Background: an optimization exercise with open tools, aiming at small area, a short achievable clock period and few clock cycles. Do not read the settings as production practice.
Function was checked by simulation only, so behaviour that the tests miss may differ from the original.
Power figures rest on the tool's default switching activity, not on a simulated workload.

## alpha
## filter
module filter (
	input wire clk,
	input wire rst_n,
	input wire fc_valid,
	input wire [7:0] working_pixel,
	input signed [7:0] fc,
	input wire start,
	output reg [7:0] out_pixel,
	output reg out_valid,
	output wire [15:0] addr,
	output wire wen,
	output wire en,
	output wire [7:0] d
);
Size: about 1800 cells after synthesis, about 380 flip-flops, ~55 I/O pins, about 0.021 mm^2 of cells after synthesis.
Settings: LEC_CHECK=0, ABC_CLOCK_PERIOD_IN_PS=3000, CAP_MARGIN=20, CORE_MARGIN=2, CORE_UTILIZATION=60, PLACE_DENSITY=0.7, SLEW_MARGIN=20, SYNTH_HIERARCHICAL=1, SYNTH_MINIMUM_KEEP_SIZE=0; clock period 10.0 ns.
standard.sh (not shown) runs the stock make flow with config.mk's settings and CLKGATE_MAP_FILE= SYNTH_SCRIPT=/design/flow/synth_recipe.tcl, a recipe that flattens the netlist after the stock synthesis.
==> flow/flow/run.sh <==
#!/bin/bash
# The standard layout (standard.sh), with timing repair asked to leave 6.6 ns of
# setup slack at the design's clock period, and larger clock-tree clusters.
set -euo pipefail
bash standard.sh SETUP_SLACK_MARGIN=6.6 \
  "CTS_ARGS=-sink_clustering_enable -repair_clock_nets -sink_clustering_size 25 -sink_clustering_max_diameter 100 -sink_buffer_max_cap_derate 1.0 -buf_list sky130_fd_sc_hd__clkbuf_16" \
  finish > flow_make.log 2>&1
Testbench counts of alpha, summed over its fixed seeds: cycles 1,981,686.
Modified inputs, beta compared to alpha
Settings: clearing ABC_CLOCK_PERIOD_IN_PS, which used to be 3000; putting ABC_AREA at 1 where nothing was set.
==> flow/flow/run.sh <==
#!/bin/bash
# The standard layout (standard.sh), with timing repair asked to leave 6.9 ns of
# setup slack at the design's clock period, and larger clock-tree clusters.
set -euo pipefail
bash standard.sh SETUP_SLACK_MARGIN=6.9 \
  "CTS_ARGS=-sink_clustering_enable -repair_clock_nets -sink_clustering_size 25 -sink_clustering_max_diameter 100 -sink_buffer_max_cap_derate 1.0 -buf_list sky130_fd_sc_hd__clkbuf_16" \
  finish > flow_make.log 2>&1
Notes after the runs:
In summary, beta completed successfully, with a layout that passed the timing, DRC and antenna checks.
As far as number of antenna violations at the first check in global routing goes, beta and alpha are indistinguishable; the numbers are identical.
Summary of the comparison: via count is higher in beta, relative to alpha.
Summary of beta over alpha: actual transition at the worst max-transition pin decreased 120 ps; flip-flop and latch area increased 0.41%; shortest period the worst path allows decreased 180 ps; total power decreased 22%; number of placed instances, taps included increased 29%.
On beta: sequential share of layout area is 1.2 points lower than what alpha gave.
Side by side, global-route usage turned out higher in beta than in alpha.
Comparing alpha and beta, total setup buffers inserted after CTS is higher on beta.
Changes in gamma relative to beta:
Settings: ABC_AREA removed (was 1); ABC_CLOCK_PERIOD_IN_PS newly set to 3000.
==> flow/flow/run.sh <==
#!/bin/bash
# The standard layout (standard.sh), with timing repair asked to leave 7 ns of
# setup slack at the design's clock period, and larger clock-tree clusters.
set -euo pipefail
bash standard.sh SETUP_SLACK_MARGIN=7 \
  "CTS_ARGS=-sink_clustering_enable -repair_clock_nets -sink_clustering_size 25 -sink_clustering_max_diameter 100 -sink_buffer_max_cap_derate 1.0 -buf_list sky130_fd_sc_hd__clkbuf_16" \
  finish > flow_make.log 2>&1
--- outcome ---
- Per the comparison of gamma with beta, die extent in y picked up an extra about 0.47%; reported clock group power lost about 1%; minimum setup slack in the final design picked up an extra 110 ps.
- Detailed placement HPWL was lower in gamma than in beta.
- Via count delta (gamma − beta): favourable
- The portion of the layout cell area used by clock cells of beta and that of gamma are within noise of each other.
- Between beta and gamma, the flow reports die area increasing slightly.
- Going from beta to gamma, the first-pass GRT wire length was found to have gone down by 10000 um.
- In the flow results for gamma and beta, the routed wire length is larger on beta.
#### Input delta (delta over gamma)
==> flow/flow/run.sh <==
#!/bin/bash
# The standard layout (standard.sh), with timing repair asked to leave 6.95 ns of
# setup slack at the design's clock period, and larger clock-tree clusters.
set -euo pipefail
bash standard.sh SETUP_SLACK_MARGIN=6.95 \
  "CTS_ARGS=-sink_clustering_enable -repair_clock_nets -sink_clustering_size 25 -sink_clustering_max_diameter 100 -sink_buffer_max_cap_derate 1.0 -buf_list sky130_fd_sc_hd__clkbuf_16" \
  finish > flow_make.log 2>&1
==> comparison <==
Compared with gamma, in delta power dropped 38 uW, clock-buffer cell count barely changed, count of fill cells added during filler insertion climbed 85, multi-input gate share of total cell area barely changed.

separate check: timing with driven ports:
In the flow no input, the clock included, has a driving cell. The finished layouts below were timed again as built, in two steps. Step 1 sets driving cells, clkbuf_16 on the clock port and buf_2 on the other inputs (assumed; they add their load-dependent delay and slew). Step 2 moves the port delays by t, midway between the first and last clock arrival at a register: inputs arrive t later, outputs are due t later. That takes back most of the time a late clock gives input paths. a / b / c = ideal ports / drivers / drivers and shift; a / b = the first two.
| run | t, ns | setup WS [ns] | worst setup path after step 2 |
|---|---|---|---|
| alpha | 0.577 | 6.706 / 6.706 / 6.176 | input to register |
| beta | 0.595 | 6.883 / 6.883 / 6.471 | input to register |
| gamma | 0.577 | 6.993 / 6.950 / 6.483 | input to register |
| delta | 0.585 | 6.984 / 6.929 / 6.453 | input to register |
After both steps every run listed still meets setup and hold. The setup slack of delta, which loses most, moves by -0.055 ns with the drivers and by -0.531 ns with both steps.
